What follows belongs to an exercise in optimizing a design on an open flow for small area; a production flow would make more cautious choices.
Function was checked by simulation only, so behaviour that the tests miss may differ from the original.

[flow/flow/run.sh]
#!/bin/bash
# The standard layout, with the smallest buffer on every input and output port
# instead of the flow's default choice, and clock tree synthesis without dummy
# loads and with smaller clock buffers.  make's output goes to flow_make.log.
set -euo pipefail
export BUFFER_PORTS_ARGS="-buffer_cell sky130_fd_sc_hd__buf_1"
export CTS_ARGS="-sink_clustering_enable -repair_clock_nets -dont_use_dummy_load -buf_list {sky130_fd_sc_hd__clkbuf_8} -sink_clustering_size 20 -sink_clustering_max_diameter 60"
bash standard.sh > flow_make.log 2>&1
[flow/standard.sh]
#!/bin/bash
# synth_recipe.tcl (not shown) runs the flow's synth.tcl, then flattens the netlist and writes it again
# the make line also repeats each setting of config.mk as NAME=value (left out here)
make -C /OpenROAD-flow-scripts/flow DESIGN_CONFIG=/design/flow/config.mk WORK_HOME=/design/flow/orfs CLKGATE_MAP_FILE= SYNTH_SCRIPT=/design/flow/synth_recipe.tcl "${@:-finish}"
[flow/config.mk]
export PLATFORM = sky130hd
export DESIGN_NAME = acdma_top
export DESIGN_NICKNAME = acdma_top
export VERILOG_FILES = /design/flow/design.v
export SDC_FILE = /design/flow/constraint.sdc
export NUM_CORES = 4
export LEC_CHECK = 0
export CAP_MARGIN = 20
export CORE_MARGIN = 2
export CORE_UTILIZATION = 70
export PLACE_DENSITY = 0.8
export SLEW_MARGIN = 20
export SYNTH_HIERARCHICAL = 1
export SYNTH_MINIMUM_KEEP_SIZE = 0
[flow/constraint.sdc]
create_clock -name core_clock -period 4.0 [get_ports {clk}]
set_input_delay 0.8000 -clock core_clock [delete_from_list [all_inputs] [get_ports {clk}]]
set_output_delay 0.8000 -clock core_clock [all_outputs]
set_load 0.01 [all_outputs]
[flow/design.v]
package AggrCDMAPkg;
    parameter int CDMA_CODE_WIDTH = 16;                      
    parameter int NUM_PORTS       = CDMA_CODE_WIDTH;         
    parameter int DATA_WIDTH      = 8;                       
    parameter int LOG_CODE_WIDTH  = $clog2(CDMA_CODE_WIDTH-1); 
    parameter int COUNTER_WIDTH   = $clog2(CDMA_CODE_WIDTH-1);   
    parameter logic [CDMA_CODE_WIDTH*CDMA_CODE_WIDTH-1:0] CDMA_CODES    
                   = { 16'd0,
                       16'd21845,
                       16'd13107,
                       16'd26214,
                       16'd3855,
                       16'd23130,
                       16'd15420,
                       16'd26985,
                       16'd255,
                       16'd21930,
                       16'd13260,
                       16'd26265,
                       16'd4080,
                       16'd23205,
                       16'd15555,
                       16'd27030};
    typedef   logic [DATA_WIDTH-1:0] dataWord;  
endpackage
module fa3 (
  input  logic a,
  input  logic b,
  input  logic c,
  output logic s,
  output logic co
);
  assign s  = a ^ b ^ c;
  assign co = (a & b) | (a & c) | (b & c);
endmodule
module ha2 (
  input  logic a,
  input  logic b,
  output logic s,
  output logic co
);
  assign s  = a ^ b;
  assign co = a & b;
endmodule
module acdma_top (
  input  logic         clk,
  input  logic         rst,
  input  logic [127:0] data_in,
  output logic [127:0] decoded_out
);
  logic [15:1] chip;
  wire  [15:0] chipx = {chip, 1'b0};
  wire  [3:0]  ph = ~{chip[8], chip[4], chip[2], chip[1]};
  wire  [3:0]  nn = ~(ph + 4'h1);
  always_ff @(posedge clk) begin
    if (rst) {chip[12], chip[8], chip[4], chip[3], chip[2], chip[1]} <= 6'd0;
    else begin
      chip[1] <= nn[0];
      chip[2] <= nn[1];
      chip[3] <= nn[0] ^ nn[1];
      chip[4] <= nn[2];
      chip[8] <= nn[3];
      chip[12] <= nn[2] ^ nn[3];
    end
  end
  assign chip[5] = chip[1] ^ chip[4];
  assign chip[6] = chip[2] ^ chip[4];
  assign chip[7] = chip[3] ^ chip[4];
  assign chip[9] = chip[1] ^ chip[8];
  assign chip[10] = chip[2] ^ chip[8];
  assign chip[11] = chip[3] ^ chip[8];
  assign chip[13] = chip[1] ^ chip[12];
  assign chip[14] = chip[2] ^ chip[12];
  assign chip[15] = chip[3] ^ chip[12];
  logic [127:0] w;
  assign w[7:0] = {~(data_in[7] ^ chipx[0]), data_in[6:0] ^ {7{chipx[0]}}};
  assign w[15:8] = {~(data_in[15] ^ chipx[1]), data_in[14:8] ^ {7{chipx[1]}}};
  assign w[23:16] = {~(data_in[23] ^ chipx[2]), data_in[22:16] ^ {7{chipx[2]}}};
  assign w[31:24] = {~(data_in[31] ^ chipx[3]), data_in[30:24] ^ {7{chipx[3]}}};
  assign w[39:32] = {~(data_in[39] ^ chipx[4]), data_in[38:32] ^ {7{chipx[4]}}};
  assign w[47:40] = {~(data_in[47] ^ chipx[5]), data_in[46:40] ^ {7{chipx[5]}}};
  assign w[55:48] = {~(data_in[55] ^ chipx[6]), data_in[54:48] ^ {7{chipx[6]}}};
  assign w[63:56] = {~(data_in[63] ^ chipx[7]), data_in[62:56] ^ {7{chipx[7]}}};
  assign w[71:64] = {~(data_in[71] ^ chipx[8]), data_in[70:64] ^ {7{chipx[8]}}};
  assign w[79:72] = {~(data_in[79] ^ chipx[9]), data_in[78:72] ^ {7{chipx[9]}}};
  assign w[87:80] = {~(data_in[87] ^ chipx[10]), data_in[86:80] ^ {7{chipx[10]}}};
  assign w[95:88] = {~(data_in[95] ^ chipx[11]), data_in[94:88] ^ {7{chipx[11]}}};
  assign w[103:96] = {~(data_in[103] ^ chipx[12]), data_in[102:96] ^ {7{chipx[12]}}};
  assign w[111:104] = {~(data_in[111] ^ chipx[13]), data_in[110:104] ^ {7{chipx[13]}}};
  assign w[119:112] = {~(data_in[119] ^ chipx[14]), data_in[118:112] ^ {7{chipx[14]}}};
  assign w[127:120] = {~(data_in[127] ^ chipx[15]), data_in[126:120] ^ {7{chipx[15]}}};
  wire ts0, tc0;
  fa3 uts0 (.a(w[120]), .b(w[112]), .c(w[104]), .s(ts0), .co(tc0));
  wire ts1, tc1;
  ha2 uts1 (.a(w[96]), .b(w[88]), .s(ts1), .co(tc1));
  wire ts2, tc2;
  fa3 uts2 (.a(w[121]), .b(w[113]), .c(w[105]), .s(ts2), .co(tc2));
  wire ts3, tc3;
  fa3 uts3 (.a(w[97]), .b(w[89]), .c(w[81]), .s(ts3), .co(tc3));
  wire ts4, tc4;
  ha2 uts4 (.a(w[73]), .b(w[65]), .s(ts4), .co(tc4));
  wire ts5, tc5;
  fa3 uts5 (.a(w[122]), .b(w[114]), .c(w[106]), .s(ts5), .co(tc5));
  wire ts6, tc6;
  fa3 uts6 (.a(w[98]), .b(w[90]), .c(w[82]), .s(ts6), .co(tc6));
  wire ts7, tc7;
  fa3 uts7 (.a(w[74]), .b(w[66]), .c(w[58]), .s(ts7), .co(tc7));
  wire ts8, tc8;
  fa3 uts8 (.a(w[123]), .b(w[115]), .c(w[107]), .s(ts8), .co(tc8));
  wire ts9, tc9;
  fa3 uts9 (.a(w[99]), .b(w[91]), .c(w[83]), .s(ts9), .co(tc9));
  wire ts10, tc10;
  fa3 uts10 (.a(w[75]), .b(w[67]), .c(w[59]), .s(ts10), .co(tc10));
  wire ts11, tc11;
  fa3 uts11 (.a(w[124]), .b(w[116]), .c(w[108]), .s(ts11), .co(tc11));
  wire ts12, tc12;
  fa3 uts12 (.a(w[100]), .b(w[92]), .c(w[84]), .s(ts12), .co(tc12));
  wire ts13, tc13;
  fa3 uts13 (.a(w[76]), .b(w[68]), .c(w[60]), .s(ts13), .co(tc13));
  wire ts14, tc14;
  fa3 uts14 (.a(w[125]), .b(w[117]), .c(w[109]), .s(ts14), .co(tc14));
  wire ts15, tc15;
  fa3 uts15 (.a(w[101]), .b(w[93]), .c(w[85]), .s(ts15), .co(tc15));
  wire ts16, tc16;
  fa3 uts16 (.a(w[77]), .b(w[69]), .c(w[61]), .s(ts16), .co(tc16));
  wire ts17, tc17;
  fa3 uts17 (.a(w[126]), .b(w[118]), .c(w[110]), .s(ts17), .co(tc17));
  wire ts18, tc18;
  fa3 uts18 (.a(w[102]), .b(w[94]), .c(w[86]), .s(ts18), .co(tc18));
  wire ts19, tc19;
  fa3 uts19 (.a(w[78]), .b(w[70]), .c(w[62]), .s(ts19), .co(tc19));
  wire ts20, tc20;
  fa3 uts20 (.a(w[127]), .b(w[119]), .c(w[111]), .s(ts20), .co(tc20));
  wire ts21, tc21;
  fa3 uts21 (.a(w[103]), .b(w[95]), .c(w[87]), .s(ts21), .co(tc21));
  wire ts22, tc22;
  fa3 uts22 (.a(w[79]), .b(w[71]), .c(w[63]), .s(ts22), .co(tc22));
  wire ts23, tc23;
  fa3 uts23 (.a(w[80]), .b(w[72]), .c(w[64]), .s(ts23), .co(tc23));
  wire ts24, tc24;
  fa3 uts24 (.a(w[56]), .b(w[48]), .c(w[40]), .s(ts24), .co(tc24));
  wire ts25, tc25;
  fa3 uts25 (.a(tc1), .b(tc0), .c(w[57]), .s(ts25), .co(tc25));
  wire ts26, tc26;
  fa3 uts26 (.a(w[49]), .b(w[41]), .c(w[33]), .s(ts26), .co(tc26));
  wire ts27, tc27;
  fa3 uts27 (.a(w[25]), .b(w[17]), .c(w[9]), .s(ts27), .co(tc27));
  wire ts28, tc28;
  fa3 uts28 (.a(tc4), .b(tc3), .c(tc2), .s(ts28), .co(tc28));
  wire ts29, tc29;
  fa3 uts29 (.a(w[50]), .b(w[42]), .c(w[34]), .s(ts29), .co(tc29));
  wire ts30, tc30;
  fa3 uts30 (.a(w[26]), .b(w[18]), .c(w[10]), .s(ts30), .co(tc30));
  wire ts31, tc31;
  ha2 uts31 (.a(w[2]), .b(ts7), .s(ts31), .co(tc31));
  wire ts32, tc32;
  fa3 uts32 (.a(tc7), .b(tc6), .c(tc5), .s(ts32), .co(tc32));
  wire ts33, tc33;
  fa3 uts33 (.a(w[51]), .b(w[43]), .c(w[35]), .s(ts33), .co(tc33));
  wire ts34, tc34;
  fa3 uts34 (.a(w[27]), .b(w[19]), .c(w[11]), .s(ts34), .co(tc34));
  wire ts35, tc35;
  fa3 uts35 (.a(w[3]), .b(ts10), .c(ts9), .s(ts35), .co(tc35));
  wire ts36, tc36;
  fa3 uts36 (.a(tc10), .b(tc9), .c(tc8), .s(ts36), .co(tc36));
  wire ts37, tc37;
  fa3 uts37 (.a(w[52]), .b(w[44]), .c(w[36]), .s(ts37), .co(tc37));
  wire ts38, tc38;
  fa3 uts38 (.a(w[28]), .b(w[20]), .c(w[12]), .s(ts38), .co(tc38));
  wire ts39, tc39;
  fa3 uts39 (.a(w[4]), .b(ts13), .c(ts12), .s(ts39), .co(tc39));
  wire ts40, tc40;
  fa3 uts40 (.a(tc13), .b(tc12), .c(tc11), .s(ts40), .co(tc40));
  wire ts41, tc41;
  fa3 uts41 (.a(w[53]), .b(w[45]), .c(w[37]), .s(ts41), .co(tc41));
  wire ts42, tc42;
  fa3 uts42 (.a(w[29]), .b(w[21]), .c(w[13]), .s(ts42), .co(tc42));
  wire ts43, tc43;
  fa3 uts43 (.a(w[5]), .b(ts16), .c(ts15), .s(ts43), .co(tc43));
  wire ts44, tc44;
  fa3 uts44 (.a(tc16), .b(tc15), .c(tc14), .s(ts44), .co(tc44));
  wire ts45, tc45;
  fa3 uts45 (.a(w[54]), .b(w[46]), .c(w[38]), .s(ts45), .co(tc45));
  wire ts46, tc46;
  fa3 uts46 (.a(w[30]), .b(w[22]), .c(w[14]), .s(ts46), .co(tc46));
  wire ts47, tc47;
  fa3 uts47 (.a(w[6]), .b(ts19), .c(ts18), .s(ts47), .co(tc47));
  wire ts48, tc48;
  fa3 uts48 (.a(tc19), .b(tc18), .c(tc17), .s(ts48), .co(tc48));
  wire ts49, tc49;
  fa3 uts49 (.a(w[55]), .b(w[47]), .c(w[39]), .s(ts49), .co(tc49));
  wire ts50, tc50;
  fa3 uts50 (.a(w[31]), .b(w[23]), .c(w[15]), .s(ts50), .co(tc50));
  wire ts51, tc51;
  fa3 uts51 (.a(w[7]), .b(ts22), .c(ts21), .s(ts51), .co(tc51));
  wire ts52, tc52;
  fa3 uts52 (.a(w[32]), .b(w[24]), .c(w[16]), .s(ts52), .co(tc52));
  wire ts53, tc53;
  ha2 uts53 (.a(w[8]), .b(w[0]), .s(ts53), .co(tc53));
  wire ts54, tc54;
  fa3 uts54 (.a(tc24), .b(tc23), .c(w[1]), .s(ts54), .co(tc54));
  wire ts55, tc55;
  fa3 uts55 (.a(ts4), .b(ts3), .c(ts2), .s(ts55), .co(tc55));
  wire ts56, tc56;
  ha2 uts56 (.a(ts27), .b(ts26), .s(ts56), .co(tc56));
  wire ts57, tc57;
  fa3 uts57 (.a(tc27), .b(tc26), .c(tc25), .s(ts57), .co(tc57));
  wire ts58, tc58;
  fa3 uts58 (.a(ts6), .b(ts5), .c(ts31), .s(ts58), .co(tc58));
  wire ts59, tc59;
  fa3 uts59 (.a(ts30), .b(ts29), .c(ts28), .s(ts59), .co(tc59));
  wire ts60, tc60;
  fa3 uts60 (.a(tc31), .b(tc30), .c(tc29), .s(ts60), .co(tc60));
  wire ts61, tc61;
  fa3 uts61 (.a(tc28), .b(ts8), .c(ts35), .s(ts61), .co(tc61));
  wire ts62, tc62;
  fa3 uts62 (.a(ts34), .b(ts33), .c(ts32), .s(ts62), .co(tc62));
  wire ts63, tc63;
  fa3 uts63 (.a(tc35), .b(tc34), .c(tc33), .s(ts63), .co(tc63));
  wire ts64, tc64;
  fa3 uts64 (.a(tc32), .b(ts11), .c(ts39), .s(ts64), .co(tc64));
  wire ts65, tc65;
  fa3 uts65 (.a(ts38), .b(ts37), .c(ts36), .s(ts65), .co(tc65));
  wire ts66, tc66;
  fa3 uts66 (.a(tc39), .b(tc38), .c(tc37), .s(ts66), .co(tc66));
  wire ts67, tc67;
  fa3 uts67 (.a(tc36), .b(ts14), .c(ts43), .s(ts67), .co(tc67));
  wire ts68, tc68;
  fa3 uts68 (.a(ts42), .b(ts41), .c(ts40), .s(ts68), .co(tc68));
  wire ts69, tc69;
  fa3 uts69 (.a(tc43), .b(tc42), .c(tc41), .s(ts69), .co(tc69));
  wire ts70, tc70;
  fa3 uts70 (.a(tc40), .b(ts17), .c(ts47), .s(ts70), .co(tc70));
  wire ts71, tc71;
  fa3 uts71 (.a(ts46), .b(ts45), .c(ts44), .s(ts71), .co(tc71));
  wire ts72, tc72;
  fa3 uts72 (.a(tc47), .b(tc46), .c(tc45), .s(ts72), .co(tc72));
  wire ts73, tc73;
  fa3 uts73 (.a(tc44), .b(ts20), .c(ts51), .s(ts73), .co(tc73));
  wire ts74, tc74;
  fa3 uts74 (.a(ts50), .b(ts49), .c(ts48), .s(ts74), .co(tc74));
  wire ts75, tc75;
  fa3 uts75 (.a(tc51), .b(tc50), .c(tc49), .s(ts75), .co(tc75));
  wire ts76, tc76;
  fa3 uts76 (.a(tc48), .b(tc22), .c(tc21), .s(ts76), .co(tc76));
  wire ts77, tc77;
  fa3 uts77 (.a(ts1), .b(ts0), .c(ts24), .s(ts77), .co(tc77));
  wire ts78, tc78;
  fa3 uts78 (.a(tc53), .b(tc52), .c(ts25), .s(ts78), .co(tc78));
  wire ts79, tc79;
  ha2 uts79 (.a(ts56), .b(ts55), .s(ts79), .co(tc79));
  wire ts80, tc80;
  fa3 uts80 (.a(tc56), .b(tc55), .c(tc54), .s(ts80), .co(tc80));
  wire ts81, tc81;
  fa3 uts81 (.a(ts59), .b(ts58), .c(ts57), .s(ts81), .co(tc81));
  wire ts82, tc82;
  fa3 uts82 (.a(tc59), .b(tc58), .c(tc57), .s(ts82), .co(tc82));
  wire ts83, tc83;
  fa3 uts83 (.a(ts62), .b(ts61), .c(ts60), .s(ts83), .co(tc83));
  wire ts84, tc84;
  fa3 uts84 (.a(tc62), .b(tc61), .c(tc60), .s(ts84), .co(tc84));
  wire ts85, tc85;
  fa3 uts85 (.a(ts65), .b(ts64), .c(ts63), .s(ts85), .co(tc85));
  wire ts86, tc86;
  fa3 uts86 (.a(tc65), .b(tc64), .c(tc63), .s(ts86), .co(tc86));
  wire ts87, tc87;
  fa3 uts87 (.a(ts68), .b(ts67), .c(ts66), .s(ts87), .co(tc87));
  wire ts88, tc88;
  fa3 uts88 (.a(tc68), .b(tc67), .c(tc66), .s(ts88), .co(tc88));
  wire ts89, tc89;
  fa3 uts89 (.a(ts71), .b(ts70), .c(ts69), .s(ts89), .co(tc89));
  wire ts90, tc90;
  fa3 uts90 (.a(tc71), .b(tc70), .c(tc69), .s(ts90), .co(tc90));
  wire ts91, tc91;
  fa3 uts91 (.a(ts74), .b(ts73), .c(ts72), .s(ts91), .co(tc91));
  wire ts92, tc92;
  fa3 uts92 (.a(tc74), .b(tc73), .c(tc72), .s(ts92), .co(tc92));
  wire ts93, tc93;
  fa3 uts93 (.a(tc20), .b(ts76), .c(ts75), .s(ts93), .co(tc93));
  wire ts94, tc94;
  ha2 uts94 (.a(ts23), .b(ts53), .s(ts94), .co(tc94));
  wire ts95, tc95;
  fa3 uts95 (.a(tc77), .b(ts54), .c(ts79), .s(ts95), .co(tc95));
  wire ts96, tc96;
  fa3 uts96 (.a(tc79), .b(tc78), .c(ts81), .s(ts96), .co(tc96));
  wire ts97, tc97;
  fa3 uts97 (.a(tc81), .b(tc80), .c(ts83), .s(ts97), .co(tc97));
  wire ts98, tc98;
  fa3 uts98 (.a(tc83), .b(tc82), .c(ts85), .s(ts98), .co(tc98));
  wire ts99, tc99;
  fa3 uts99 (.a(tc85), .b(tc84), .c(ts87), .s(ts99), .co(tc99));
  wire ts100, tc100;
  fa3 uts100 (.a(tc87), .b(tc86), .c(ts89), .s(ts100), .co(tc100));
  wire ts101, tc101;
  fa3 uts101 (.a(tc89), .b(tc88), .c(ts91), .s(ts101), .co(tc101));
  wire ts102, tc102;
  fa3 uts102 (.a(tc91), .b(tc90), .c(ts93), .s(ts102), .co(tc102));
  wire ts103, tc103;
  fa3 uts103 (.a(tc93), .b(tc92), .c(tc76), .s(ts103), .co(tc103));
  wire [11:0] t0 = {1'b0, tc103, ts103, ts102, ts101, ts100, ts99, ts98, ts97, ts96, ts95, ts94};
  wire [11:0] t1 = {1'b0, 1'b0, tc75, ts92, ts90, ts88, ts86, ts84, ts82, ts80, ts78, ts77};
  wire [11:0] t2 = {1'b0, 1'b0, tc102, tc101, tc100, tc99, tc98, tc97, tc96, tc95, tc94, ts52};
  logic [11:0] a0, a1, a2;
  logic [11:0] r1, r2;
  logic [11:4] r3;
  logic [4:0] xl;
  logic [6:0] xd;
  logic cx;
  wire sel = ~ph[0];
  wire [4:0] xa = sel ? {r2[3:0], 1'b0} : r2[4:0];
  wire [4:0] xb = sel ? ~xl : r1[4:0];
  wire [5:0] xc;
  wire [4:0] xs;
  ha2 uxl0 (.a(xa[0]), .b(xb[0]), .s(xs[0]), .co(xc[1]));
  fa3 uxl1 (.a(xa[1]), .b(xb[1]), .c(xc[1]), .s(xs[1]), .co(xc[2]));
  fa3 uxl2 (.a(xa[2]), .b(xb[2]), .c(xc[2]), .s(xs[2]), .co(xc[3]));
  fa3 uxl3 (.a(xa[3]), .b(xb[3]), .c(xc[3]), .s(xs[3]), .co(xc[4]));
  fa3 uxl4 (.a(xa[4]), .b(xb[4]), .c(xc[4]), .s(xs[4]), .co(xc[5]));
  wire [6:0] ya = sel ? r3[11:5] : r3[10:4];
  wire [6:0] yb = sel ? r2[11:5] : ~xd;
  wire [7:0] yc;
  wire [6:0] ys;
  assign yc[0] = cx;
  fa3 uxh0 (.a(ya[0]), .b(yb[0]), .c(yc[0]), .s(ys[0]), .co(yc[1]));
  fa3 uxh1 (.a(ya[1]), .b(yb[1]), .c(yc[1]), .s(ys[1]), .co(yc[2]));
  fa3 uxh2 (.a(ya[2]), .b(yb[2]), .c(yc[2]), .s(ys[2]), .co(yc[3]));
  fa3 uxh3 (.a(ya[3]), .b(yb[3]), .c(yc[3]), .s(ys[3]), .co(yc[4]));
  fa3 uxh4 (.a(ya[4]), .b(yb[4]), .c(yc[4]), .s(ys[4]), .co(yc[5]));
  fa3 uxh5 (.a(ya[5]), .b(yb[5]), .c(yc[5]), .s(ys[5]), .co(yc[6]));
  assign ys[6] = ya[6] ^ yb[6] ^ yc[6];
  always_ff @(posedge clk) begin
    a0 <= t0;
    a1 <= t1;
    a2 <= t2;
    r1 <= a0 + a1 + a2;
    r2 <= r1;
    r3 <= r2[11:4];
    xl <= xs;
    cx <= xc[5];
    xd <= ys;
  end
  wire [4:0] xlo = xl;
  logic [7:0] sl, sh;
  logic clr_lo, clr_hi;
  assign clr_lo = (ph == 4'd4) | (ph == 4'd5);
  always_comb begin
    case (ph)
      4'd0: sl = 8'haa;
      4'd1: sl = 8'h55;
      4'd2: sl = 8'h00;
      4'd3: sl = 8'h00;
      4'd4: sl = 8'h5a;
      4'd5: sl = 8'hb4;
      4'd6: sl = 8'he1;
      4'd7: sl = 8'hc3;
      4'd8: sl = 8'ha5;
      4'd9: sl = 8'h4b;
      4'd10: sl = 8'h1e;
      4'd11: sl = 8'h3c;
      4'd12: sl = 8'h99;
      4'd13: sl = 8'h33;
      4'd14: sl = 8'h66;
      4'd15: sl = 8'hcc;
      default: sl = 8'h00;
    endcase
  end
  always_ff @(posedge clk) begin
    sh <= sl;
    clr_hi <= clr_lo;
  end
  logic [4:0] klo [0:7];
  logic [6:0] khi [0:7];
  assign klo[0] = ph[0] ? 5'h1c : 5'h1c;
  assign khi[0] = ph[0] ? 7'h7f : 7'h7f;
  assign klo[1] = ph[0] ? 5'h1c : 5'h1c;
  assign khi[1] = ph[0] ? 7'h7f : 7'h7f;
  assign klo[2] = ph[0] ? 5'h1c : 5'h18;
  assign khi[2] = ph[0] ? 7'h3 : 7'h7f;
  assign klo[3] = ph[0] ? 5'h0 : 5'h1c;
  assign khi[3] = ph[0] ? 7'h7f : 7'h0;
  assign klo[4] = ph[0] ? 5'h1c : 5'h1c;
  assign khi[4] = ph[0] ? 7'h7f : 7'h7f;
  assign klo[5] = ph[0] ? 5'h1c : 5'h1c;
  assign khi[5] = ph[0] ? 7'h7f : 7'h7f;
  assign klo[6] = ph[0] ? 5'h1c : 5'h1c;
  assign khi[6] = ph[0] ? 7'h7f : 7'h7f;
  assign klo[7] = ph[0] ? 5'h1c : 5'h1c;
  assign khi[7] = ph[0] ? 7'h7f : 7'h7f;
  logic [11:0] ring [0:15];
  logic [7:0]  cy;
  wire [4:0] la0 = clr_lo ? klo[0] : ring[0][4:0];
  wire [4:0] lb0 = xlo ^ {5{sl[0]}};
  wire [5:0] lc0;
  wire [4:0] ls0;
  assign lc0[0] = 1'b0;
  ha2 ul0_0 (.a(la0[0]), .b(lb0[0]), .s(ls0[0]), .co(lc0[1]));
  fa3 ul0_1 (.a(la0[1]), .b(lb0[1]), .c(lc0[1]), .s(ls0[1]), .co(lc0[2]));
  fa3 ul0_2 (.a(la0[2]), .b(lb0[2]), .c(lc0[2]), .s(ls0[2]), .co(lc0[3]));
  fa3 ul0_3 (.a(la0[3]), .b(lb0[3]), .c(lc0[3]), .s(ls0[3]), .co(lc0[4]));
  fa3 ul0_4 (.a(la0[4]), .b(lb0[4]), .c(lc0[4]), .s(ls0[4]), .co(lc0[5]));
  wire [6:0] ha0 = clr_hi ? khi[0] : ring[1][11:5];
  wire [6:0] hb0 = xd ^ {7{sh[0]}};
  wire [6:0] hc0;
  wire [6:0] hs0;
  assign hc0[0] = cy[0];
  fa3 uh0_0 (.a(ha0[0]), .b(hb0[0]), .c(hc0[0]), .s(hs0[0]), .co(hc0[1]));
  fa3 uh0_1 (.a(ha0[1]), .b(hb0[1]), .c(hc0[1]), .s(hs0[1]), .co(hc0[2]));
  fa3 uh0_2 (.a(ha0[2]), .b(hb0[2]), .c(hc0[2]), .s(hs0[2]), .co(hc0[3]));
  fa3 uh0_3 (.a(ha0[3]), .b(hb0[3]), .c(hc0[3]), .s(hs0[3]), .co(hc0[4]));
  fa3 uh0_4 (.a(ha0[4]), .b(hb0[4]), .c(hc0[4]), .s(hs0[4]), .co(hc0[5]));
  fa3 uh0_5 (.a(ha0[5]), .b(hb0[5]), .c(hc0[5]), .s(hs0[5]), .co(hc0[6]));
  assign hs0[6] = ha0[6] ^ hb0[6] ^ hc0[6];
  wire [4:0] la1 = clr_lo ? klo[1] : ring[2][4:0];
  wire [4:0] lb1 = xlo ^ {5{sl[1]}};
  wire [5:0] lc1;
  wire [4:0] ls1;
  assign lc1[0] = 1'b0;
  ha2 ul1_0 (.a(la1[0]), .b(lb1[0]), .s(ls1[0]), .co(lc1[1]));
  fa3 ul1_1 (.a(la1[1]), .b(lb1[1]), .c(lc1[1]), .s(ls1[1]), .co(lc1[2]));
  fa3 ul1_2 (.a(la1[2]), .b(lb1[2]), .c(lc1[2]), .s(ls1[2]), .co(lc1[3]));
  fa3 ul1_3 (.a(la1[3]), .b(lb1[3]), .c(lc1[3]), .s(ls1[3]), .co(lc1[4]));
  fa3 ul1_4 (.a(la1[4]), .b(lb1[4]), .c(lc1[4]), .s(ls1[4]), .co(lc1[5]));
  wire [6:0] ha1 = clr_hi ? khi[1] : ring[3][11:5];
  wire [6:0] hb1 = xd ^ {7{sh[1]}};
  wire [6:0] hc1;
  wire [6:0] hs1;
  assign hc1[0] = cy[1];
  fa3 uh1_0 (.a(ha1[0]), .b(hb1[0]), .c(hc1[0]), .s(hs1[0]), .co(hc1[1]));
  fa3 uh1_1 (.a(ha1[1]), .b(hb1[1]), .c(hc1[1]), .s(hs1[1]), .co(hc1[2]));
  fa3 uh1_2 (.a(ha1[2]), .b(hb1[2]), .c(hc1[2]), .s(hs1[2]), .co(hc1[3]));
  fa3 uh1_3 (.a(ha1[3]), .b(hb1[3]), .c(hc1[3]), .s(hs1[3]), .co(hc1[4]));
  fa3 uh1_4 (.a(ha1[4]), .b(hb1[4]), .c(hc1[4]), .s(hs1[4]), .co(hc1[5]));
  fa3 uh1_5 (.a(ha1[5]), .b(hb1[5]), .c(hc1[5]), .s(hs1[5]), .co(hc1[6]));
  assign hs1[6] = ha1[6] ^ hb1[6] ^ hc1[6];
  wire [4:0] la2 = clr_lo ? klo[2] : ring[4][4:0];
  wire [4:0] lb2 = xlo ^ {5{sl[2]}};
  wire [5:0] lc2;
  wire [4:0] ls2;
  assign lc2[0] = 1'b0;
  ha2 ul2_0 (.a(la2[0]), .b(lb2[0]), .s(ls2[0]), .co(lc2[1]));
  fa3 ul2_1 (.a(la2[1]), .b(lb2[1]), .c(lc2[1]), .s(ls2[1]), .co(lc2[2]));
  fa3 ul2_2 (.a(la2[2]), .b(lb2[2]), .c(lc2[2]), .s(ls2[2]), .co(lc2[3]));
  fa3 ul2_3 (.a(la2[3]), .b(lb2[3]), .c(lc2[3]), .s(ls2[3]), .co(lc2[4]));
  fa3 ul2_4 (.a(la2[4]), .b(lb2[4]), .c(lc2[4]), .s(ls2[4]), .co(lc2[5]));
  wire [6:0] ha2 = clr_hi ? khi[2] : ring[5][11:5];
  wire [6:0] hb2 = xd ^ {7{sh[2]}};
  wire [6:0] hc2;
  wire [6:0] hs2;
  assign hc2[0] = cy[2];
  fa3 uh2_0 (.a(ha2[0]), .b(hb2[0]), .c(hc2[0]), .s(hs2[0]), .co(hc2[1]));
  fa3 uh2_1 (.a(ha2[1]), .b(hb2[1]), .c(hc2[1]), .s(hs2[1]), .co(hc2[2]));
  fa3 uh2_2 (.a(ha2[2]), .b(hb2[2]), .c(hc2[2]), .s(hs2[2]), .co(hc2[3]));
  fa3 uh2_3 (.a(ha2[3]), .b(hb2[3]), .c(hc2[3]), .s(hs2[3]), .co(hc2[4]));
  fa3 uh2_4 (.a(ha2[4]), .b(hb2[4]), .c(hc2[4]), .s(hs2[4]), .co(hc2[5]));
  fa3 uh2_5 (.a(ha2[5]), .b(hb2[5]), .c(hc2[5]), .s(hs2[5]), .co(hc2[6]));
  assign hs2[6] = ha2[6] ^ hb2[6] ^ hc2[6];
  wire [4:0] la3 = clr_lo ? klo[3] : ring[6][4:0];
  wire [4:0] lb3 = xlo ^ {5{sl[3]}};
  wire [5:0] lc3;
  wire [4:0] ls3;
  assign lc3[0] = 1'b0;
  ha2 ul3_0 (.a(la3[0]), .b(lb3[0]), .s(ls3[0]), .co(lc3[1]));
  fa3 ul3_1 (.a(la3[1]), .b(lb3[1]), .c(lc3[1]), .s(ls3[1]), .co(lc3[2]));
  fa3 ul3_2 (.a(la3[2]), .b(lb3[2]), .c(lc3[2]), .s(ls3[2]), .co(lc3[3]));
  fa3 ul3_3 (.a(la3[3]), .b(lb3[3]), .c(lc3[3]), .s(ls3[3]), .co(lc3[4]));
  fa3 ul3_4 (.a(la3[4]), .b(lb3[4]), .c(lc3[4]), .s(ls3[4]), .co(lc3[5]));
  wire [6:0] ha3 = clr_hi ? khi[3] : ring[7][11:5];
  wire [6:0] hb3 = xd ^ {7{sh[3]}};
  wire [6:0] hc3;
  wire [6:0] hs3;
  assign hc3[0] = cy[3];
  fa3 uh3_0 (.a(ha3[0]), .b(hb3[0]), .c(hc3[0]), .s(hs3[0]), .co(hc3[1]));
  fa3 uh3_1 (.a(ha3[1]), .b(hb3[1]), .c(hc3[1]), .s(hs3[1]), .co(hc3[2]));
  fa3 uh3_2 (.a(ha3[2]), .b(hb3[2]), .c(hc3[2]), .s(hs3[2]), .co(hc3[3]));
  fa3 uh3_3 (.a(ha3[3]), .b(hb3[3]), .c(hc3[3]), .s(hs3[3]), .co(hc3[4]));
  fa3 uh3_4 (.a(ha3[4]), .b(hb3[4]), .c(hc3[4]), .s(hs3[4]), .co(hc3[5]));
  fa3 uh3_5 (.a(ha3[5]), .b(hb3[5]), .c(hc3[5]), .s(hs3[5]), .co(hc3[6]));
  assign hs3[6] = ha3[6] ^ hb3[6] ^ hc3[6];
  wire [4:0] la4 = clr_lo ? klo[4] : ring[8][4:0];
  wire [4:0] lb4 = xlo ^ {5{sl[4]}};
  wire [5:0] lc4;
  wire [4:0] ls4;
  assign lc4[0] = 1'b0;
  ha2 ul4_0 (.a(la4[0]), .b(lb4[0]), .s(ls4[0]), .co(lc4[1]));
  fa3 ul4_1 (.a(la4[1]), .b(lb4[1]), .c(lc4[1]), .s(ls4[1]), .co(lc4[2]));
  fa3 ul4_2 (.a(la4[2]), .b(lb4[2]), .c(lc4[2]), .s(ls4[2]), .co(lc4[3]));
  fa3 ul4_3 (.a(la4[3]), .b(lb4[3]), .c(lc4[3]), .s(ls4[3]), .co(lc4[4]));
  fa3 ul4_4 (.a(la4[4]), .b(lb4[4]), .c(lc4[4]), .s(ls4[4]), .co(lc4[5]));
  wire [6:0] ha4 = clr_hi ? khi[4] : ring[9][11:5];
  wire [6:0] hb4 = xd ^ {7{sh[4]}};
  wire [6:0] hc4;
  wire [6:0] hs4;
  assign hc4[0] = cy[4];
  fa3 uh4_0 (.a(ha4[0]), .b(hb4[0]), .c(hc4[0]), .s(hs4[0]), .co(hc4[1]));
  fa3 uh4_1 (.a(ha4[1]), .b(hb4[1]), .c(hc4[1]), .s(hs4[1]), .co(hc4[2]));
  fa3 uh4_2 (.a(ha4[2]), .b(hb4[2]), .c(hc4[2]), .s(hs4[2]), .co(hc4[3]));
  fa3 uh4_3 (.a(ha4[3]), .b(hb4[3]), .c(hc4[3]), .s(hs4[3]), .co(hc4[4]));
  fa3 uh4_4 (.a(ha4[4]), .b(hb4[4]), .c(hc4[4]), .s(hs4[4]), .co(hc4[5]));
  fa3 uh4_5 (.a(ha4[5]), .b(hb4[5]), .c(hc4[5]), .s(hs4[5]), .co(hc4[6]));
  assign hs4[6] = ha4[6] ^ hb4[6] ^ hc4[6];
  wire [4:0] la5 = clr_lo ? klo[5] : ring[10][4:0];
  wire [4:0] lb5 = xlo ^ {5{sl[5]}};
  wire [5:0] lc5;
  wire [4:0] ls5;
  assign lc5[0] = 1'b0;
  ha2 ul5_0 (.a(la5[0]), .b(lb5[0]), .s(ls5[0]), .co(lc5[1]));
  fa3 ul5_1 (.a(la5[1]), .b(lb5[1]), .c(lc5[1]), .s(ls5[1]), .co(lc5[2]));
  fa3 ul5_2 (.a(la5[2]), .b(lb5[2]), .c(lc5[2]), .s(ls5[2]), .co(lc5[3]));
  fa3 ul5_3 (.a(la5[3]), .b(lb5[3]), .c(lc5[3]), .s(ls5[3]), .co(lc5[4]));
  fa3 ul5_4 (.a(la5[4]), .b(lb5[4]), .c(lc5[4]), .s(ls5[4]), .co(lc5[5]));
  wire [6:0] ha5 = clr_hi ? khi[5] : ring[11][11:5];
  wire [6:0] hb5 = xd ^ {7{sh[5]}};
  wire [6:0] hc5;
  wire [6:0] hs5;
  assign hc5[0] = cy[5];
  fa3 uh5_0 (.a(ha5[0]), .b(hb5[0]), .c(hc5[0]), .s(hs5[0]), .co(hc5[1]));
  fa3 uh5_1 (.a(ha5[1]), .b(hb5[1]), .c(hc5[1]), .s(hs5[1]), .co(hc5[2]));
  fa3 uh5_2 (.a(ha5[2]), .b(hb5[2]), .c(hc5[2]), .s(hs5[2]), .co(hc5[3]));
  fa3 uh5_3 (.a(ha5[3]), .b(hb5[3]), .c(hc5[3]), .s(hs5[3]), .co(hc5[4]));
  fa3 uh5_4 (.a(ha5[4]), .b(hb5[4]), .c(hc5[4]), .s(hs5[4]), .co(hc5[5]));
  fa3 uh5_5 (.a(ha5[5]), .b(hb5[5]), .c(hc5[5]), .s(hs5[5]), .co(hc5[6]));
  assign hs5[6] = ha5[6] ^ hb5[6] ^ hc5[6];
  wire [4:0] la6 = clr_lo ? klo[6] : ring[12][4:0];
  wire [4:0] lb6 = xlo ^ {5{sl[6]}};
  wire [5:0] lc6;
  wire [4:0] ls6;
  assign lc6[0] = 1'b0;
  ha2 ul6_0 (.a(la6[0]), .b(lb6[0]), .s(ls6[0]), .co(lc6[1]));
  fa3 ul6_1 (.a(la6[1]), .b(lb6[1]), .c(lc6[1]), .s(ls6[1]), .co(lc6[2]));
  fa3 ul6_2 (.a(la6[2]), .b(lb6[2]), .c(lc6[2]), .s(ls6[2]), .co(lc6[3]));
  fa3 ul6_3 (.a(la6[3]), .b(lb6[3]), .c(lc6[3]), .s(ls6[3]), .co(lc6[4]));
  fa3 ul6_4 (.a(la6[4]), .b(lb6[4]), .c(lc6[4]), .s(ls6[4]), .co(lc6[5]));
  wire [6:0] ha6 = clr_hi ? khi[6] : ring[13][11:5];
  wire [6:0] hb6 = xd ^ {7{sh[6]}};
  wire [6:0] hc6;
  wire [6:0] hs6;
  assign hc6[0] = cy[6];
  fa3 uh6_0 (.a(ha6[0]), .b(hb6[0]), .c(hc6[0]), .s(hs6[0]), .co(hc6[1]));
  fa3 uh6_1 (.a(ha6[1]), .b(hb6[1]), .c(hc6[1]), .s(hs6[1]), .co(hc6[2]));
  fa3 uh6_2 (.a(ha6[2]), .b(hb6[2]), .c(hc6[2]), .s(hs6[2]), .co(hc6[3]));
  fa3 uh6_3 (.a(ha6[3]), .b(hb6[3]), .c(hc6[3]), .s(hs6[3]), .co(hc6[4]));
  fa3 uh6_4 (.a(ha6[4]), .b(hb6[4]), .c(hc6[4]), .s(hs6[4]), .co(hc6[5]));
  fa3 uh6_5 (.a(ha6[5]), .b(hb6[5]), .c(hc6[5]), .s(hs6[5]), .co(hc6[6]));
  assign hs6[6] = ha6[6] ^ hb6[6] ^ hc6[6];
  wire [4:0] la7 = clr_lo ? klo[7] : ring[14][4:0];
  wire [4:0] lb7 = xlo ^ {5{sl[7]}};
  wire [5:0] lc7;
  wire [4:0] ls7;
  assign lc7[0] = 1'b0;
  ha2 ul7_0 (.a(la7[0]), .b(lb7[0]), .s(ls7[0]), .co(lc7[1]));
  fa3 ul7_1 (.a(la7[1]), .b(lb7[1]), .c(lc7[1]), .s(ls7[1]), .co(lc7[2]));
  fa3 ul7_2 (.a(la7[2]), .b(lb7[2]), .c(lc7[2]), .s(ls7[2]), .co(lc7[3]));
  fa3 ul7_3 (.a(la7[3]), .b(lb7[3]), .c(lc7[3]), .s(ls7[3]), .co(lc7[4]));
  fa3 ul7_4 (.a(la7[4]), .b(lb7[4]), .c(lc7[4]), .s(ls7[4]), .co(lc7[5]));
  wire [6:0] ha7 = clr_hi ? khi[7] : ring[15][11:5];
  wire [6:0] hb7 = xd ^ {7{sh[7]}};
  wire [6:0] hc7;
  wire [6:0] hs7;
  assign hc7[0] = cy[7];
  fa3 uh7_0 (.a(ha7[0]), .b(hb7[0]), .c(hc7[0]), .s(hs7[0]), .co(hc7[1]));
  fa3 uh7_1 (.a(ha7[1]), .b(hb7[1]), .c(hc7[1]), .s(hs7[1]), .co(hc7[2]));
  fa3 uh7_2 (.a(ha7[2]), .b(hb7[2]), .c(hc7[2]), .s(hs7[2]), .co(hc7[3]));
  fa3 uh7_3 (.a(ha7[3]), .b(hb7[3]), .c(hc7[3]), .s(hs7[3]), .co(hc7[4]));
  fa3 uh7_4 (.a(ha7[4]), .b(hb7[4]), .c(hc7[4]), .s(hs7[4]), .co(hc7[5]));
  fa3 uh7_5 (.a(ha7[5]), .b(hb7[5]), .c(hc7[5]), .s(hs7[5]), .co(hc7[6]));
  assign hs7[6] = ha7[6] ^ hb7[6] ^ hc7[6];
  always_ff @(posedge clk) begin
    ring[1] <= {ring[0][11:5], ls0};
    cy[0] <= lc0[5];
    ring[2] <= {hs0, ring[1][4:0]};
    ring[3] <= {ring[2][11:5], ls1};
    cy[1] <= lc1[5];
    ring[4] <= {hs1, ring[3][4:0]};
    ring[5] <= {ring[4][11:5], ls2};
    cy[2] <= lc2[5];
    ring[6] <= {hs2, ring[5][4:0]};
    ring[7] <= {ring[6][11:5], ls3};
    cy[3] <= lc3[5];
    ring[8] <= {hs3, ring[7][4:0]};
    ring[9] <= {ring[8][11:5], ls4};
    cy[4] <= lc4[5];
    ring[10] <= {hs4, ring[9][4:0]};
    ring[11] <= {ring[10][11:5], ls5};
    cy[5] <= lc5[5];
    ring[12] <= {hs5, ring[11][4:0]};
    ring[13] <= {ring[12][11:5], ls6};
    cy[6] <= lc6[5];
    ring[14] <= {hs6, ring[13][4:0]};
    ring[15] <= {ring[14][11:5], ls7};
    cy[7] <= lc7[5];
    ring[0] <= {hs7, ring[15][4:0]};
  end
  logic [0:0] cap [0:7];
  always_ff @(posedge clk) begin
    cap[0] <= ring[4][4:4];
    cap[1] <= ring[6][4:4];
    cap[2] <= ring[8][4:4];
    cap[3] <= ring[10][4:4];
    cap[4] <= ring[12][4:4];
    cap[5] <= ring[14][4:4];
    cap[6] <= ring[0][4:4];
    cap[7] <= ring[2][4:4];
  end
  assign decoded_out[7:0] = {ring[5][11:5], cap[0]};
  assign decoded_out[15:8] = ring[6][11:4];
  assign decoded_out[23:16] = {ring[7][11:5], cap[1]};
  assign decoded_out[31:24] = ring[8][11:4];
  assign decoded_out[39:32] = {ring[9][11:5], cap[2]};
  assign decoded_out[47:40] = ring[10][11:4];
  assign decoded_out[55:48] = {ring[11][11:5], cap[3]};
  assign decoded_out[63:56] = ring[12][11:4];
  assign decoded_out[71:64] = {ring[13][11:5], cap[4]};
  assign decoded_out[79:72] = ring[14][11:4];
  assign decoded_out[87:80] = {ring[15][11:5], cap[5]};
  assign decoded_out[95:88] = ring[0][11:4];
  assign decoded_out[103:96] = {ring[1][11:5], cap[6]};
  assign decoded_out[111:104] = ring[2][11:4];
  assign decoded_out[119:112] = {ring[3][11:5], cap[7]};
  assign decoded_out[127:120] = ring[4][11:4];
endmodule
==> results of run 1 <==
[synth_stat cells, types with 2 or more instances]
cell      count
mux2_2       10
fa_1        198
o21ai_1       4
nand2_1      28
inv_2         3
clkbuf_1     26
inv_1        34
a211oi_1      3
a21boi_1      2
ha_1         30
dfxtp_1     299
xnor2_2       4
or2_2        38
nor2b_1       5
xnor2_4       4
a21oi_1       4
o21ai_0      27
nor2_1       19
xnor2_1     137
buf_1         6
xor2_1      108
nand2b_1     21
buf_2        10
mux2i_4       2
nor3_1        4
and2_1       16
o21ai_2       2
buf_4       133
[cell type report]
| class | instances | share of cell area |
|---|---|---|
| Sequential cell | 299 | 0.379 |
| Multi-Input combinational cell | 679 | 0.499 |
| Clock buffer | 19 | 0.0166 |
| Inverter | 37 | 0.00879 |
| Timing Repair Buffer | 283 | 0.0745 |
| Tap cell | 275 | 0.0218 |
[critical path, cell delays in order (launching register included)]
cell	delay (ns)
dfxtp_1	0.42
xnor2_2	0.69
xnor2_1	0.19
fa_1	0.44
fa_1	0.56
fa_1	0.44
fa_1	0.58
fa_1	0.42
[modules after synthesis, one instance, submodules excluded]
module	area (sq um)	times used	cells
acdma_top	11200	1	988
fa3	20.0	187	1
ha2	12.5	16	1
[worst paths after layout]
| kind | startpoint | slack (ns) | to |
|---|---|---|---|
| setup reg to reg | chip[2] | 0.14 | a0[3] |
| setup / recovery | chip[2] | 0.14 | a0[3] |
| hold / removal | ring[11][0] | 0.32 | ring[12][0] |
| hold reg to reg | ring[11][0] | 0.32 | ring[12][0] |
[routing by layer]
| metal | track usage | wire (um) |
|---|---|---|
| met5 | 0 | 0 |
| met4 | 0.0738 | 719 |
| met3 | 0.0401 | 1490 |
| met2 | 0.472 | 14500 |
| met1 | 0.314 | 11400 |
[kinds of logic (layout without fill, tap and decap cells)]
group,after synthesis,after routing,share of synthesized area
buf+inv,213,339,0.0869
compound gates,51,51,0.0214
fa+ha+maj,228,228,0.286
simple gates,134,134,0.0474
flops,299,299,0.394
xor+xnor,253,253,0.153
mux,13,13,0.0110
[what timing repair did]
action	4_1_cts	5_1_grt
gates resized for setup	0	6
setup endpoints to repair	0	13
buffers inserted	0	2
[sequential cells by signal (all words and copies together), names as in the netlist, 6 cells and up]
register	count
a0	11
r1	12
sh	8
chip	6
xd	7
a2	10
a1	10
r3	8
cap	8
cy	8
ring	192
r2	12
[layout by cell type, fill, tap and decap left out, types with 2 or more instances in the layout]
cell,instances
dfxtp_1,295
buf_1,257
fa_1,198
xnor2_1,137
xor2_1,108
or2_2,38
inv_1,34
ha_1,30
nand2_1,28
o21ai_0,27
buf_4,24
nand2b_1,21
nor2_1,19
clkbuf_8,19
and2_1,16
mux2_2,10
nor2b_1,5
xnor2_4,5
o21ai_1,4
a21oi_1,4
nor3_1,4
inv_2,3
a211oi_1,3
xnor2_2,3
dfxtp_2,3
o21ai_2,2
a21boi_1,2
mux2i_4,2
==> flow_summary_export.csv, run 1 <==
group,metric,value,unit
run_status,status,"complete, no violations",
grt,grt-ovfl-total,0,
placement,gp_congestion,0.872,
worst_setup_path,critical_path.max_fanout,8,
drt,viasPerCell,5.03,
cells_and_area,area_growth_syn_to_layout,4.09,%
logic_synthesis,synth_top_area_frac,0.394,
cells_and_area,diodes,0,
timing,rsz0062_at_grt,"false",
cells_and_area,fillers,1428,
floorplan,die_h,151,um
timing,worst_pin_slew,0.809,ns
logic_synthesis,async_reset_ff_frac,0,
drt,vias,8004,
logic_synthesis,synth_seq_area_share,0.394,
logic_synthesis,avgSynthCellArea,12.7,sq um
drt,drt_wl_total,28.1,mm
grt,grt_first_pass_wirelength,44.7,mm
cells_and_area,final_cell_area,0.0158,sq mm
drt,wire_per_inst,17.7,um
placement,pre_cts_slack,0.0528,ns
floorplan,core_region_area,0.0212,sq mm
timing,finalSetupViolations,0,
clock_network,insertion_delay,0.53,ns
timing,hold_viol,0,
timing,fmax,259,MHz
timing,min_period,3.86,ns
min_path,hold_path.class,"flip-flop to flip-flop",
worst_setup_path,cp.required,4.41,ns
timing,fin_ws,0.143,ns
timing,fin_setup_tns,0,ns
grt,antenna_found_initial,0,
timing,finClkSkew,0.0579,ns
logic_synthesis,ys_ff_latch,299,
clock_network,clock_sinks,299,
clock_network,cts_hold_buf,0,
placement,place_hpwl,23.2,mm
grt,grt_usage,0.257,
placement,dp_cells,1571,
timing,finalCritPeriodShare,0.964,
logic_synthesis,yosys-top-cells-area,"dfxtp_1 39%, fa_1 26%, xnor2_1 7.9%, buf_4 6.6%, xor2_1 6.2%",
placement,port_buffers,257,
logic_synthesis,synth_edf_count,0,
clock_network,htreeDepth,1,
clock_network,cts_made_buffers,19,
drt,drc,0,
placement,postPlaceCellArea,0.0155,sq mm
worst_setup_path,reg2reg_depth,7,
grt,grt_start_max_net_pins,32,
drt,dr.pass1.iters,4,
logic_synthesis,yosysWarnings,20,
floorplan,die_width,151,um
clock_network,clockBufferDepth,3,
worst_setup_path,cp.arrival,4.27,ns
drt,ant_nets,0,
cells_and_area,final_net_count,1677,
logic_synthesis,synthCells,1191,
cells_and_area,register_area,0.00599,sq mm
cells_and_area,instances_no_fill,1592,
floorplan,io_pins,258,
logic_synthesis,netlist_area,0.0152,sq mm
logic_synthesis,yosys.area.top_type,"dfxtp_1",
clock_network,cts_tree,"yes",
logic_synthesis,ys_types,42,
worst_setup_path,worst_setup_path_end_kind,"flip-flop",
cells_and_area,multi_input_area,0.00788,sq mm
floorplan,rows,53,
logic_synthesis,synth_ff_type,"dfxtp_1",
grt,first_global_vias,9005,
flow_run,drv_cap,0,
worst_setup_path,path_class,"flip-flop to flip-flop",
timing,timing.hold.ws,0.319,ns
logic_synthesis,synthesis.nets,1549,
clock_network,clockRootBuffer,"clkbuf_8",
worst_setup_path,cp-start-kind,"flip-flop",
cells_and_area,utilization,0.747,
floorplan,dieArea,0.0229,sq mm
min_path,min_path_cells,0,
drt,drt_iter0_markers,280,
floorplan,start_util,0.717,
timing,maxSlewViolCount,0,
timing,slew_headroom,0.458,
cells_and_area,drive_above_1_share,0.0873,
clock_network,clk_pin_slew,0.11,ns
==> run 2: changes to the inputs <==
--- a/flow/config.mk
+++ b/flow/config.mk
@@ -8,7 +8,7 @@
 export CAP_MARGIN = 20
 export CORE_MARGIN = 2
 export CORE_UTILIZATION = 70
-export PLACE_DENSITY = 0.8
+export PLACE_DENSITY = 0.7
 export SLEW_MARGIN = 20
 export SYNTH_HIERARCHICAL = 1
 export SYNTH_MINIMUM_KEEP_SIZE = 0
==> flow_summary_export.csv, run 2 <==
group,metric,value,unit
drt,wire_per_inst,17.3,um
worst_setup_path,cp-start-kind,"flip-flop",
cells_and_area,area_growth_syn_to_layout,4.20,%
placement,dp_cells,1572,
logic_synthesis,synth_top_family_by_area,"adder cells",
clock_network,cts_tree,"yes",
cells_and_area,top_regs,"ring (192), r1 (12), r2 (12)",
grt,grt-ovfl-total,0,
logic_synthesis,netlist_area,0.0152,sq mm
floorplan,io_pins,258,
drt,dr.pass1.iters,4,
clock_network,clockRootBuffer,"clkbuf_8",
logic_synthesis,synthAdderAreaFrac,0.286,
clock_network,cts_made_buffers,22,
timing,fin_setup_tns,0,ns
clock_network,cts_hold_buf,0,
floorplan,rows,53,
cells_and_area,fillers,1469,
logic_synthesis,synthCells,1191,
worst_setup_path,cp.required,4.39,ns
worst_setup_path,worstPathCellList,"buf_4 > xnor2_2 > xnor2_1 > fa_1 > fa_1 > fa_1 > fa_1 > fa_1",
worst_setup_path,worst_setup_path_end_kind,"flip-flop",
worst_setup_path,critPathTopFamily,"adder cells",
logic_synthesis,ys_ff_latch,299,
grt,grt_first_pass_wirelength,43.6,mm
logic_synthesis,yosysMostFrequentCell,"dfxtp_1",
grt,first_global_vias,8604,
logic_synthesis,async_reset_ff_frac,0,
min_path,hold_path.class,"flip-flop to flip-flop",
clock_network,insertion_delay,0.54,ns
timing,finalCritPeriodShare,0.962,
worst_setup_path,worst-path-stages,8,
timing,min_period,3.85,ns
worst_setup_path,cp_slowest_cell,"xnor2_2",
flow_run,drv_cap,0,
logic_synthesis,yosys-top-cells-area,"dfxtp_1 39%, fa_1 26%, xnor2_1 7.9%, buf_4 6.6%, xor2_1 6.2%",
timing,finalSetupViolations,0,
cells_and_area,drive_above_1_share,0.0872,
logic_synthesis,synthesis.nets,1549,
placement,pre_cts_slack,0.119,ns
logic_synthesis,synth_compound_area_frac,0.0214,
logic_synthesis,synthSimpleGateAreaFrac,0.0474,
grt,grt_start_max_net_pins,32,
run_status,status,"complete, no violations",
logic_synthesis,yosysWarnings,20,
floorplan,start_util,0.717,
clock_network,clk_pin_slew,0.11,ns
drt,ant_nets,0,
placement,port_buffers,257,
logic_synthesis,synth_ff_type,"dfxtp_1",
placement,gp_congestion,0.890,
logic_synthesis,synth_common_cells,"299 x dfxtp_1, 198 x fa_1, 137 x xnor2_1",
timing,rsz0062_at_grt,"false",
worst_setup_path,reg2reg_depth,8,
drt,vias,7946,
drt,drc,0,
logic_synthesis,synth_top_area_frac,0.394,
floorplan,die_h,151,um
logic_synthesis,avgSynthCellArea,12.7,sq um
cells_and_area,layout_common_cells,"297 x dfxtp_1, 257 x buf_1, 198 x fa_1",
logic_synthesis,yosys.area.top_type,"dfxtp_1",
timing,finClkSkew,0.0505,ns
logic_synthesis,ys_types,42,
floorplan,dieArea,0.0229,sq mm
drt,drt_iter0_markers,297,
timing,fmax,260,MHz
min_path,min_path_cells,0,
worst_setup_path,path_class,"flip-flop to flip-flop",
clock_network,clockBufferDepth,3,
worst_setup_path,crit_top_cell,"fa_1",
logic_synthesis,synth_edf_count,0,
cells_and_area,final_cell_area,0.0158,sq mm
cells_and_area,diodes,0,
floorplan,core_region_area,0.0212,sq mm
timing,worst_pin_slew,0.838,ns
cells_and_area,final_net_count,1679,
clock_network,htreeDepth,1,
timing,maxSlewViolCount,0,
logic_synthesis,synthMuxAreaShare,0.0110,
grt,antenna_found_initial,0,
logic_synthesis,synth_seq_area_share,0.394,
cells_and_area,register_area,0.00599,sq mm
timing,timing.hold.ws,0.279,ns
clock_network,clock_sinks,299,
grt,grt_usage,0.252,
timing,fin_ws,0.151,ns
floorplan,die_width,151,um
worst_setup_path,crit_buf_inv,1,
drt,viasPerCell,4.98,
cells_and_area,layout_commonest_cell,"dfxtp_1",
placement,place_hpwl,23.0,mm
logic_synthesis,synth-xor-area-share,0.153,
worst_setup_path,max_stage_delay,0.61,ns
timing,slew_headroom,0.439,
timing,hold_viol,0,
cells_and_area,instances_no_fill,1594,
worst_setup_path,cp.arrival,4.24,ns
placement,postPlaceCellArea,0.0155,sq mm
cells_and_area,largest_register_ffs,192,
worst_setup_path,critical_path.max_fanout,8,
cells_and_area,top_register,"ring",
cells_and_area,multi_input_area,0.00787,sq mm
drt,drt_wl_total,27.6,mm
-- run 2: cell count changes in the layout (fill, tap and decap cells not counted) --
cell	before	now
clkbuf_8	19	22
xnor2_2	3	4
xnor2_4	5	4
dfxtp_1	295	297
dfxtp_2	3	1
buf_6	1	0
-- run 2: cell type report --
class | count | share of cell area
multi-input cells | 679 | 0.498
repair buffers | 282 | 0.0737
clock buffers | 22 | 0.0191
inverters | 37 | 0.00878
flip-flops and latches | 299 | 0.379
well taps | 275 | 0.0218
-- run 2: final timing paths --
| kind | from | endpoint | slack, ns |
|---|---|---|---|
| setup / recovery | chip[1] | a0[6] | 0.15 |
| hold / removal | ring[5][0] | ring[6][0] | 0.28 |
| setup reg to reg | chip[1] | a0[6] | 0.15 |
| hold reg to reg | ring[5][0] | ring[6][0] | 0.28 |
-- run 2: cells by family after synthesis --
| group | Yosys count |
|---|---|
| DFF | 299 |
| xor gates and xnor gates | 253 |
| adders and majority gates | 228 |
| buffers and inverters | 213 |
| and+or+nand+nor | 134 |
| AOI/OAI and AO/OA | 51 |
| muxes | 13 |
-- run 2: metrics by stage --
stage          utilization
6_report             0.748
5_1_grt              0.748
4_1_cts              0.747
3_5_place_dp         0.733
3_3_place_gp         0.733
2_1_floorplan            -
-- run 2: repair_timing --
action,4_1_cts,5_1_grt
gates resized for setup,0,1
setup endpoints to repair,0,1
buffers inserted,0,0
-- run 2: worst reg2reg max path, stage by stage, from the launching register on --
cell,delay (ns)
dfxtp_4,0.38
buf_4,0.17
xnor2_2,0.61
xnor2_1,0.21
fa_1,0.42
fa_1,0.51
fa_1,0.44
fa_1,0.58
fa_1,0.41
-- run 2: per-module statistics from Yosys, one instance, submodules excluded --
module,cells,cell area [sq um],flops+latches
acdma_top,988,11200,299
fa3,1,20.0,0
ha2,1,12.5,0
-- run 2: metal layers --
metal,global-route usage,up-vias,share of wire
met5,0,-,0
met3,0.0358,47,0.055
li1,-,3754,-
met2,0.453,260,0.51
met4,0.0687,0,0.025
met1,0.320,3885,0.41
==> run 3: changes to the inputs <==
--- a/flow/config.mk
+++ b/flow/config.mk
@@ -8,7 +8,7 @@
 export CAP_MARGIN = 20
 export CORE_MARGIN = 2
 export CORE_UTILIZATION = 70
-export PLACE_DENSITY = 0.7
+export PLACE_DENSITY = 0.9
 export SLEW_MARGIN = 20
 export SYNTH_HIERARCHICAL = 1
 export SYNTH_MINIMUM_KEEP_SIZE = 0
==> flow_summary_export.csv, run 3 <==
group,metric,value,unit
run_status,status,"complete, no violations",
logic_synthesis,synth_ff_type,"dfxtp_1",
cells_and_area,area_growth_syn_to_layout,4.20,%
logic_synthesis,avgSynthCellArea,12.7,sq um
logic_synthesis,ys_ff_latch,299,
clock_network,insertion_delay,0.55,ns
worst_setup_path,reg2reg_depth,7,
timing,worst_pin_slew,0.811,ns
placement,place_hpwl,25.0,mm
cells_and_area,largest_register_ffs,192,
grt,grt_usage,0.272,
grt,antenna_found_initial,0,
min_path,min_path_cells,0,
timing,finalCritPeriodShare,0.980,
worst_setup_path,r2r-end,"a0[5]",
logic_synthesis,synth_common_cells,"299 x dfxtp_1, 198 x fa_1, 137 x xnor2_1",
timing,fmax,255,MHz
placement,gp_congestion,0.940,
logic_synthesis,synth_seq_area_share,0.394,
grt,grt_first_pass_wirelength,46.8,mm
clock_network,cts_hold_buf,0,
timing,finClkSkew,0.0474,ns
worst_setup_path,cp.required,4.46,ns
placement,pre_cts_slack,-0.0409,ns
floorplan,dieArea,0.0229,sq mm
timing,finalSetupViolations,0,
drt,drc,0,
timing,fin_ws,0.0781,ns
drt,drt_wl_total,30.4,mm
clock_network,clockBufferDepth,3,
drt,vias,8238,
logic_synthesis,synth_edf_count,0,
clock_network,clock_sinks,299,
timing,min_period,3.92,ns
timing,slew_headroom,0.457,
worst_setup_path,worst_setup_path_end_kind,"flip-flop",
min_path,hp-start,"ring[11][1]",
drt,drt_iter0_markers,395,
grt,grt_start_max_net_pins,35,
floorplan,start_util,0.717,
worst_setup_path,cp.arrival,4.38,ns
drt,ant_nets,0,
flow_run,drv_cap,0,
cells_and_area,instances_no_fill,1591,
cells_and_area,top_register,"ring",
floorplan,io_pins,258,
cells_and_area,layout_common_cells,"296 x dfxtp_1, 257 x buf_1, 196 x fa_1",
placement,port_buffers,257,
worst_setup_path,cp-start-kind,"flip-flop",
floorplan,rows,53,
logic_synthesis,yosys-top-cells-area,"dfxtp_1 39%, fa_1 26%, xnor2_1 7.9%, buf_4 6.6%, xor2_1 6.2%",
min_path,hold_path.class,"flip-flop to flip-flop",
worst_setup_path,critical_path.max_fanout,8,
clock_network,cts_tree,"yes",
floorplan,die_width,151,um
clock_network,clockRootBuffer,"clkbuf_8",
drt,dr.pass1.iters,4,
grt,first_global_vias,9192,
logic_synthesis,async_reset_ff_frac,0,
worst_setup_path,reg2reg_from,"chip[8]",
floorplan,core_region_area,0.0212,sq mm
clock_network,htreeDepth,1,
min_path,hold-path-endpoint,"ring[12][1]",
logic_synthesis,synthesis.nets,1549,
cells_and_area,top_regs,"ring (192), r1 (12), r2 (12)",
clock_network,clk_pin_slew,0.11,ns
logic_synthesis,synth_top_area_frac,0.394,
cells_and_area,drive_above_1_share,0.0889,
drt,viasPerCell,5.18,
floorplan,die_h,151,um
logic_synthesis,synthCells,1191,
logic_synthesis,yosysWarnings,20,
cells_and_area,layout_commonest_cell,"dfxtp_1",
logic_synthesis,yosysMostFrequentCell,"dfxtp_1",
grt,grt-ovfl-total,0,
timing,hold_viol,0,
placement,dp_cells,1568,
drt,wire_per_inst,19.1,um
logic_synthesis,yosys.area.top_type,"dfxtp_1",
cells_and_area,final_net_count,1676,
worst_setup_path,r2r_slack,0.08,ns
timing,rsz0062_at_grt,"true",
worst_setup_path,path_class,"flip-flop to flip-flop",
timing,maxSlewViolCount,0,
logic_synthesis,netlist_area,0.0152,sq mm
clock_network,cts_made_buffers,19,
logic_synthesis,ys_types,42,
cells_and_area,diodes,0,
-- run 3: cell counts after synthesis --
No cell type changed its count.
-- run 3: repair_timing --
action | CTS | global route
gates cloned | 0 | 0
gates resized for setup | 3 | 8
endpoints found under the setup margin | 2 | 7
setup buffers | 0 | 4
pin swaps | 0 | 3
-- run 3: worst max path at each step --
stage | start | cells after the start | end
2_1_floorplan | chip[2] | 12 | ring[15][4]
3_3_place_gp | clr_hi | 10 | ring[2][11]
3_5_place_dp | clr_hi | 11 | ring[8][11]
4_1_cts | chip[1] | 12 | ring[8][11]
5_1_grt | chip[8] | 7 | a0[5]
6_report | chip[8] | 7 | a0[5]
-- run 3: layer usage --
layer | global-route usage | vias to the layer above | routed length [um] | part of all wire
li1 | - | 3754 | - | -
met1 | 0.315 | 4050 | 11200 | 0.37
met2 | 0.500 | 343 | 16100 | 0.53
met3 | 0.0337 | 91 | 1680 | 0.055
met4 | 0.132 | 0 | 1450 | 0.048
met5 | 0 | - | 0 | 0
-- run 3: worst max-delay path, cell delays in order (launching register included) --
cell     delay (ns)
dfxtp_1        0.43
xnor2_2        0.67
xnor2_1        0.29
fa_1           0.56
fa_1           0.43
fa_1           0.47
fa_1           0.45
fa_1           0.54
-- run 3: logic make-up (layout without fill, tap and decap cells) --
| group | after synthesis | count (layout) | synth area share |
|---|---|---|---|
| multiplexers | 13 | 13 | 0.0110 |
| buffers and inverters | 213 | 338 | 0.0869 |
| AO/OA/AOI/OAI | 51 | 51 | 0.0214 |
| XOR/XNOR | 253 | 253 | 0.153 |
| AND/OR/NAND/NOR | 134 | 134 | 0.0474 |
| flip-flops | 299 | 299 | 0.394 |
| adder cells (fa/ha/maj) | 228 | 228 | 0.286 |
-- run 3: metrics by stage --
step	hold slack [ns]	cell area [sq um]	util	TNS, ns
final	0.295	15800	0.748	0
after floorplan	0.310	15200	-	0
after global placement	0.310	15500	0.732	0
after detailed placement	0.312	15500	0.732	-0.0409
after CTS	0.293	15700	0.744	0
after global routing	0.287	15800	0.748	-0.0207
-- run 3: final cells by class --
class / count / area, sq um
Inverter: 37 / 143
Multi-Input combinational cell: 679 / 7910
Tap cell: 275 / 344
Sequential cell: 299 / 5990
Fill cell: 1338 / 5340
Clock buffer: 19 / 262
Timing Repair Buffer: 282 / 1160
-- run 3: modules after synthesis (local to each module, per instance) --
| module | cells inside | times used |
|---|---|---|
| fa3 | 1 | 187 |
| ha2 | 1 | 16 |
| acdma_top | 988 | 1 |

-- afterwards: timing with drivers on the ports --
Ports are ideal in the flow. The routed layouts listed here were re-timed in OpenROAD.
Step 1: set_driving_cell puts a clkbuf_16 on clk and a buf_2 on each other input, an assumption about the parent block.
Step 2 moves the port delays by t, midway between the first and last clock arrival at a register: inputs arrive t later, outputs are due t later. That takes back most of the time a late clock gives input paths.
a / b / c = ideal / step 1 / step 2; a / b = the first two.
run	shift t [ns]	setup WS [ns]	worst hold slack (ns)	latest minus earliest clock arrival (ns)
run 1	0.538	0.143 / 0.143 / 0.143	0.319 / 0.319 / 0.319	0.063 / 0.063
run 2	0.554	0.151 / 0.151 / 0.151	0.279 / 0.279 / 0.279	0.054 / 0.054
run 3	0.566	0.078 / 0.078 / 0.078	0.295 / 0.295 / 0.295	0.048 / 0.048
After both steps setup and hold are still met in every run listed.
